Source: an optimization exercise on an open RTL-to-GDS flow (aim: small area). Production flows keep margins and buffers that such runs may drop. In this exercise RTL edits were held to simulation tests only and were not proved equivalent to the original.

Design tx_upconverter, start of the top module:
module tx_upconverter(
  input clk,
  input rst,
  input [31:0] frequency,
  input signed [19:0] x_real,
  input signed [19:0] x_imag,
  output req,
  output signed [15:0] out_I,
  output signed [15:0] out_Q
  );
  wire signed [16:0] sum_p, sum_m;    
  CicInterpM5 in2 (
    .clock(clk),
    .rst(rst),
    .req(req),
    .x_real(x_real),
    .x_imag(x_imag),
    .p_out(sum_p),
    .m_out(sum_m)
    );
  cpl_cordic cordic_inst (
    .clock(clk),
    .frequency(frequency),
    .in_p(sum_p),
    .in_m(sum_m),
    .out_data_I(out_I),
    .out_data_Q(out_Q)
    );
endmodule
Settings: LEC_CHECK=0, CAP_MARGIN=5, CORE_MARGIN=2, CORE_UTILIZATION=60, CTS_CLUSTER_DIAMETER=100, CTS_CLUSTER_SIZE=30, SLEW_MARGIN=5; clock period 6.0 ns.
run.sh (not shown) runs the stock make flow with config.mk's settings and CLKGATE_MAP_FILE= SYNTH_SCRIPT=/design/flow/synth_recipe.tcl, a recipe that flattens the netlist after the stock synthesis.
Rerun with:
CAP_MARGIN = 20   (was 5)
CORE_UTILIZATION = 40   (was 60)
SLEW_MARGIN = 20   (was 5)
After rerunning:
- utilization came out lower by 21 points
- non-clock buffer count came out lower by 8
- clock skew came out higher by 0.025 ns
- design area came out higher by 1.4%
- final cell count came out higher by 10%
Rerun with:
CORE_UTILIZATION = 70   (was 40)
Result: The new run finished clean. Routed wire length climbs by 1.5%. Register-to-register slack is worse by 0.03 ns. Cell area drops by 1.9%. Via count climbs by 0.95%. Fmax drops by 0.59%. Sequential cell count does not change. Non-clock buffer count climbs by 8. Clock skew drops by 0.034 ns. Final cell count drops by 13%.
Rerun with:
CORE_UTILIZATION = 40   (was 70)
CTS_CLUSTER_DIAMETER = 90   (was 100)
CTS_CLUSTER_SIZE = 28   (was 30)
What happened:
- fmax is higher by 0.91%
- final area goes up by 2.6%
- die area is higher by 74%

---

tx_upconverter, a different RTL version from the one above (not shown whole).
For scale: about 7200 cells after synthesis, ~1900 flip-flops, ~110 I/O pins, about 0.089 mm^2 of cells after synthesis.
clock: 6.0 ns
lec_check: 0
cap_margin: 20
core_margin: 2
core_utilization: 60
cts_buf_list: sky130_fd_sc_hd__clkbuf_8 sky130_fd_sc_hd__clkbuf_16
cts_cluster_diameter: 100
cts_cluster_size: 30
slew_margin: 20
Change:
Settings changed: CTS_BUF_LIST sky130_fd_sc_hd__clkbuf_8 sky130_fd_sc_hd__clkbuf_16 to not set.
Outcome: Utilization does not change; area after synthesis stays the same; clock-buffer cell count increases by 5; cell area stays the same; worst setup slack stays flat; fmax stays flat; die area does not change.

---

## run A
Another version of the RTL of tx_upconverter (not shown whole).
Size: about 7,200 cells after synthesis, about 1,900 flip-flops, ~110 I/O pins, roughly 89,000 um2 of cells after synthesis.
clock: 6.0 ns
lec_check: 0
cap_margin: 20
core_margin: 2
core_utilization: 60
cts_cluster_diameter: 100
cts_cluster_size: 30
gpl_routability_driven: 0
slew_margin: 20
Run A did not stop at any stage, and its layout met the timing, design-rule and antenna checks.
What run B does differently from run A at the input level:
--- a/flow/config.mk
+++ b/flow/config.mk
@@ -12,3 +12,3 @@
 export CTS_CLUSTER_SIZE = 30
-export GPL_ROUTABILITY_DRIVEN = 0
+export GPL_TIMING_DRIVEN = 0
 export SLEW_MARGIN = 20
==> comparison <==
- Overall track demand over capacity in global routing | run B above run A
- Going from run A to run B, post-synthesis async set-or-reset flop share closely matched the old numbers, number of clock buffers in the layout shows an increase of 2, area taken by multi-input logic gates picked up an extra 210 um2.
- Compared with run A, run B shows a cell total after placement that is about 0.64% higher.
- Against run A, first-pass GRT wire length in run B came out worse.
- Number of antenna violations at the first check in global routing (higher): run B
- Run A → run B: depth of the most critical reg-to-reg path went down by 4; sequential share of layout area down 0.26 points.
Input changes introduced in run C (baseline for comparison: run B):
--- a/flow/config.mk
+++ b/flow/config.mk
@@ -12,3 +12,3 @@
 export CTS_CLUSTER_SIZE = 30
-export GPL_TIMING_DRIVEN = 0
 export SLEW_MARGIN = 20
+export TNS_END_PERCENT = 30
==> comparison <==
- All of run C and run B finish clean.
- Row count: run C vs run B identical
- Core utilization delta for run C relative to run B: 0.46 points lower
- [compare] base=run B new=run C: routed wire length saw a decrease, sequential standard cell area shows no meaningful change.
- Max sequential cell area share across run C and run B: run C

---

tx_upconverter with an RTL version that a note above also has.
Size in the first run: ~7300 cells after synthesis, about 2000 flip-flops, ~110 I/O pins.
==> flow/config.mk <==
export PLATFORM = sky130hd
export DESIGN_NAME = tx_upconverter
export DESIGN_NICKNAME = tx_upconverter
export VERILOG_FILES = /design/flow/design.v
export SDC_FILE = /design/flow/constraint.sdc
export NUM_CORES = 4
export LEC_CHECK = 0
export CAP_MARGIN = 20
export CORE_MARGIN = 2
export CORE_UTILIZATION = 40
export CTS_CLUSTER_DIAMETER = 80
export CTS_CLUSTER_SIZE = 25
export SLEW_MARGIN = 20
==> flow/constraint.sdc <==
create_clock -name core_clock -period 6.0 [get_ports {clk}]
set_input_delay 1.2000 -clock core_clock [delete_from_list [all_inputs] [get_ports {clk}]]
set_output_delay 1.2000 -clock core_clock [all_outputs]
set_load 0.01 [all_outputs]
==> next run, changes <==
CORE_UTILIZATION = 60   (was 40)
CTS_CLUSTER_DIAMETER = 100   (was 80)
CTS_CLUSTER_SIZE = 30   (was 25)
Outcome: Hold slack improved by 3.4 ps. First-iteration DRC count goes down by 12%. Worst setup slack improved by 5.8 ps. Fmax hardly moves. Sequential cell count is unchanged. Routed wire length barely changes. Area after synthesis stays the same.
==> next run, changes <==
CORE_UTILIZATION = 40   (was 60)
CTS_CLUSTER_DIAMETER = default   (was 100)
CTS_CLUSTER_SIZE = default   (was 30)
=> Clock skew went up by 25 ps. Hold slack stays flat. Setup slack is worse by 20 ps. Synthesized cell count does not change. Final area went up by 6.2%.

## what the ideal ports hide
In the flow no input, the clock included, has a driving cell. The finished layouts below were timed again as built, in two steps.
Step 1: set_driving_cell puts a clkbuf_16 on clk and a buf_2 on each other input, an assumption about the parent block.
Step 2 moves the port delays by t, midway between the first and last clock arrival at a register: inputs arrive t later, outputs are due t later. That takes back most of the time a late clock gives input paths.
Three values: no drivers, after step 1, after step 2; two values: the first two.
run	t, ns	setup WS [ns]	worst setup path at the end	latest minus earliest clock arrival (ns)	worst register clock-pin slew, ns
the first run of note 1	0.793	0.185 / 0.235 / -0.559	input to register	0.043 / 0.043	0.12 / 0.12
the second run of note 1	0.798	0.200 / 0.264 / -0.534	input to register	0.071 / 0.071	0.12 / 0.12
the third run of note 1	0.778	0.165 / 0.211 / -0.568	input to register	0.034 / 0.035	0.12 / 0.12
the fourth run of note 1	0.832	0.218 / 0.282 / -0.550	input to register	0.033 / 0.032	0.11 / 0.11
the first run of note 2	0.779	0.280 / 0.332 / -0.447	input to register	0.068 / 0.068	0.11 / 0.11
the second run of note 2	0.779	0.280 / 0.332 / -0.447	input to register	0.068 / 0.068	0.11 / 0.11
run A	0.778	0.160 / 0.208 / -0.570	input to register	0.041 / 0.042	0.12 / 0.12
run B	0.774	0.123 / 0.172 / -0.601	input to register	0.044 / 0.045	0.11 / 0.11
run C	0.795	0.189 / 0.229 / -0.566	input to register	0.052 / 0.052	0.11 / 0.11
the first run of note 4	0.829	0.217 / 0.284 / -0.544	input to register	0.083 / 0.083	0.10 / 0.10
the second run of note 4	0.788	0.223 / 0.270 / -0.518	input to register	0.044 / 0.044	0.11 / 0.11
the third run of note 4	0.894	0.203 / 0.267 / -0.627	input to register	0.066 / 0.066	0.07 / 0.07
Met with ideal ports but missed after step 2: setup timing in every run listed. For the third run of note 4, which loses most, drivers alone change the setup slack by +0.064 ns; drivers and shift together by -0.830 ns.
